Background: an optimization exercise with open tools, aiming at small area and a short achievable clock period. Do not read the settings as production practice.
Only simulation tests tie the RTL to the original design; equivalence was not proved.
The clock input has no modelled driver; a real chip could not lean on it and would need a root buffer or a full tree.

## mul32k_top
module mul32k_top(
    input clk,
    input [31:0] a,
    input [31:0] b,
    output reg [63:0] p
);
    reg [31:0] a_r, b_r;
    wire [63:0] prod;
    array_multiplier_csa_32bit mul(.a(a_r), .b(b_r), .p(prod));
    always @(posedge clk) begin
        a_r <= a;
        b_r <= b;
        p <= prod;
    end
endmodule
Settings: LEC_CHECK=0, CAP_MARGIN=0, CORE_MARGIN=2, CORE_UTILIZATION=45, SLEW_MARGIN=0, SYNTH_HIERARCHICAL=1; clock period 45.0 ns.
standard.sh (not shown) runs the stock make flow with config.mk's settings and CLKGATE_MAP_FILE= SYNTH_SCRIPT=/design/flow/synth_recipe.tcl, a recipe that flattens the netlist after the stock synthesis.
==> flow/flow/run.sh <==
#!/bin/bash
# Layout flow: the standard ORFS flow (standard.sh: unchanged synthesis and
# steps) with two changes:
#  - the port buffers buffer_ports inserts are plain sky130_fd_sc_hd__buf_1
#    cells instead of the delay cells it picks by default;
#  - after CTS, flow/clock1.tcl rebuilds the clock tree as two balanced levels
#    of clkbuf_16 (the port drives 4 buffers, each drives 2, each of those 16
#    flip-flops), without CTS's extra root buffer and dummy loads.
# make's own output goes to flow_make.log; each ORFS step keeps its full log
# under orfs/logs/.
set -euo pipefail
cd "$(dirname "$0")/.."
export BUFFER_PORTS_ARGS="-buffer_cell sky130_fd_sc_hd__buf_1"
export POST_CTS_TCL="$PWD/flow/clock1.tcl"
bash standard.sh finish > flow_make.log 2>&1
==> flow/flow/clock1.tcl <==
# Rebuild the clock tree CTS made: the clock port drives four
# sky130_fd_sc_hd__clkbuf_16 cells, each of which drives two more, each of
# those the flip-flops of one eighth of the design (grouped by position).
# Every flip-flop gets the clock through the same two buffer levels, so the
# tree stays balanced; it only drops the single root buffer CTS puts between
# the port and the rest of the tree.
set ::c1_block [ord::get_db_block]
set block $::c1_block
set clk_port [$block findBTerm clk]
set clk_net [$clk_port getNet]

# flip-flops and their clock pins
set sinks {}
foreach inst [$block getInsts] {
  set m [$inst getMaster]
  if {[$m isSequential]} {
    foreach it [$inst getITerms] {
      if {[[$it getMTerm] getName] eq "CLK"} { lappend sinks $it }
    }
  }
}

# the CTS buffers: every instance that drives a net of the clock tree
set ::c1_old {}
proc walk {net} {
  foreach it [$net getITerms] {
    if {[$it isInputSignal] || ![$it isOutputSignal]} { continue }
  }
  foreach it [$net getITerms] {
    set inst [$it getInst]
    set m [$inst getMaster]
    if {[$m isSequential]} { continue }
    if {[[$it getMTerm] getIoType] ne "INPUT"} { continue }
    if {[lsearch -exact $::c1_old $inst] >= 0} { continue }
    lappend ::c1_old $inst
    foreach ot [$inst getITerms] {
      if {[[$ot getMTerm] getIoType] eq "OUTPUT" && [$ot getNet] ne "NULL"} { walk [$ot getNet] }
    }
  }
}
walk $clk_net
set old $::c1_old
puts "clock1: [llength $sinks] flip-flops, [llength $old] CTS cells to replace"

# split the flip-flops by recursive bisection (alternating x and y at the
# median) into 8 groups; groups 2k and 2k+1 share a first-level buffer
proc bisect {its depth} {
  if {$depth == 0} { return [list $its] }
  set axis [expr {$depth % 2}]
  set keyed {}
  foreach it $its { set loc [[$it getInst] getLocation]; lappend keyed [list [lindex $loc $axis] $it] }
  set keyed [lsort -integer -index 0 $keyed]
  set h [expr {[llength $keyed] / 2}]
  set a {}; set b {}
  foreach e [lrange $keyed 0 [expr {$h - 1}]] { lappend a [lindex $e 1] }
  foreach e [lrange $keyed $h end] { lappend b [lindex $e 1] }
  return [concat [bisect $a [expr {$depth - 1}]] [bisect $b [expr {$depth - 1}]]]
}
set groups [bisect $sinks 3]

# remove the old tree
foreach inst $old {
  foreach ot [$inst getITerms] {
    set n [$ot getNet]
    if {$n ne "NULL" && [[$ot getMTerm] getIoType] eq "OUTPUT"} {
      foreach it [$n getITerms] { $it disconnect }
      odb::dbNet_destroy $n
    }
  }
  odb::dbInst_destroy $inst
}
foreach it [$clk_net getITerms] { $it disconnect }

set ::c1_master [[ord::get_db] findMaster sky130_fd_sc_hd__clkbuf_16]
proc mkbuf {name x y innet} {
  set buf [odb::dbInst_create $::c1_block $::c1_master $name]
  $buf setLocation $x $y
  $buf setPlacementStatus PLACED
  set net [odb::dbNet_create $::c1_block "${name}_net"]
  $net setSigType CLOCK
  foreach it [$buf getITerms] {
    set mt [[$it getMTerm] getName]
    if {$mt eq "A"} { $it connect $innet }
    if {$mt eq "X"} { $it connect $net }
  }
  return $net
}
proc centroid {its} {
  set sx 0; set sy 0
  foreach it $its { lassign [[$it getInst] getLocation] x y; incr sx $x; incr sy $y }
  set n [llength $its]
  return [list [expr {$sx / $n}] [expr {$sy / $n}]]
}
for {set k 0} {$k < 4} {incr k} {
  set g0 [lindex $groups [expr {2 * $k}]]
  set g1 [lindex $groups [expr {2 * $k + 1}]]
  lassign [centroid [concat $g0 $g1]] cx cy
  set n1 [mkbuf "clkbuf_l1_${k}" $cx $cy $clk_net]
  foreach g [list $g0 $g1] idx {0 1} {
    lassign [centroid $g] gx gy
    set n2 [mkbuf "clkbuf_l2_${k}_${idx}" $gx $gy $n1]
    foreach it $g { $it connect $n2 }
    puts "clock1: leaf buffer ${k}_${idx} drives [llength $g] flip-flops"
  }
}
global_connect
detailed_placement
check_placement -verbose
estimate_parasitics -placement
Change:
--- a/flow/flow/clock1.tcl
+++ b/flow/flow/clock1.tcl
@@ -6,4 +6,3 @@
 # the port and the rest of the tree.
-set ::c1_block [ord::get_db_block]
-set block $::c1_block
+set block [ord::get_db_block]
 set clk_port [$block findBTerm clk]
@@ -23,4 +22,5 @@
 # the CTS buffers: every instance that drives a net of the clock tree
-set ::c1_old {}
+set old {}
 proc walk {net} {
+  global old
   foreach it [$net getITerms] {
@@ -33,4 +33,4 @@
     if {[[$it getMTerm] getIoType] ne "INPUT"} { continue }
-    if {[lsearch -exact $::c1_old $inst] >= 0} { continue }
-    lappend ::c1_old $inst
+    if {[lsearch -exact $old $inst] >= 0} { continue }
+    lappend old $inst
     foreach ot [$inst getITerms] {
@@ -41,3 +41,2 @@
 walk $clk_net
-set old $::c1_old
 puts "clock1: [llength $sinks] flip-flops, [llength $old] CTS cells to replace"
@@ -73,8 +72,9 @@
 
-set ::c1_master [[ord::get_db] findMaster sky130_fd_sc_hd__clkbuf_16]
+set master [[ord::get_db] findMaster sky130_fd_sc_hd__clkbuf_16]
 proc mkbuf {name x y innet} {
-  set buf [odb::dbInst_create $::c1_block $::c1_master $name]
+  global block master
+  set buf [odb::dbInst_create $block $master $name]
   $buf setLocation $x $y
   $buf setPlacementStatus PLACED
-  set net [odb::dbNet_create $::c1_block "${name}_net"]
+  set net [odb::dbNet_create $block "${name}_net"]
   $net setSigType CLOCK
- CAP_MARGIN: 0 -> 20
- SLEW_MARGIN: 0 -> 20
The new run never finished: it broke off in clock tree synthesis (4_1_cts).
Synthesized cell count stays the same.
Area after synthesis does not change.
In the first run of this note the design's own scripts or RTL, not TritonCTS, make the clock network.

-- afterwards: timing with drivers on the ports --
The results above use ideal ports. As a check the final layout listed here was re-extracted and re-timed, cells and wires unchanged.
Step 1 assumes that a clkbuf_16 drives the clock port and a buf_2 every other input.
Step 2 moves the port delays by t, midway between the first and last clock arrival at a register: inputs arrive t later, outputs are due t later. That takes back most of the time a late clock gives input paths.
Slacks: no drivers / after step 1 / after step 2; pairs: no drivers / after step 1.
run: the first run
shift t [ns]: 0.411
setup slack, ns: 35.219 / 35.092 / 35.504
worst hold slack (ns): 0.458 / 0.458 / 0.458
worst data-port slew with drivers (ns): 0.04
After both steps the first run still meets setup and hold. For the first run, drivers alone change the setup slack by -0.127 ns; drivers and shift together by +0.285 ns.
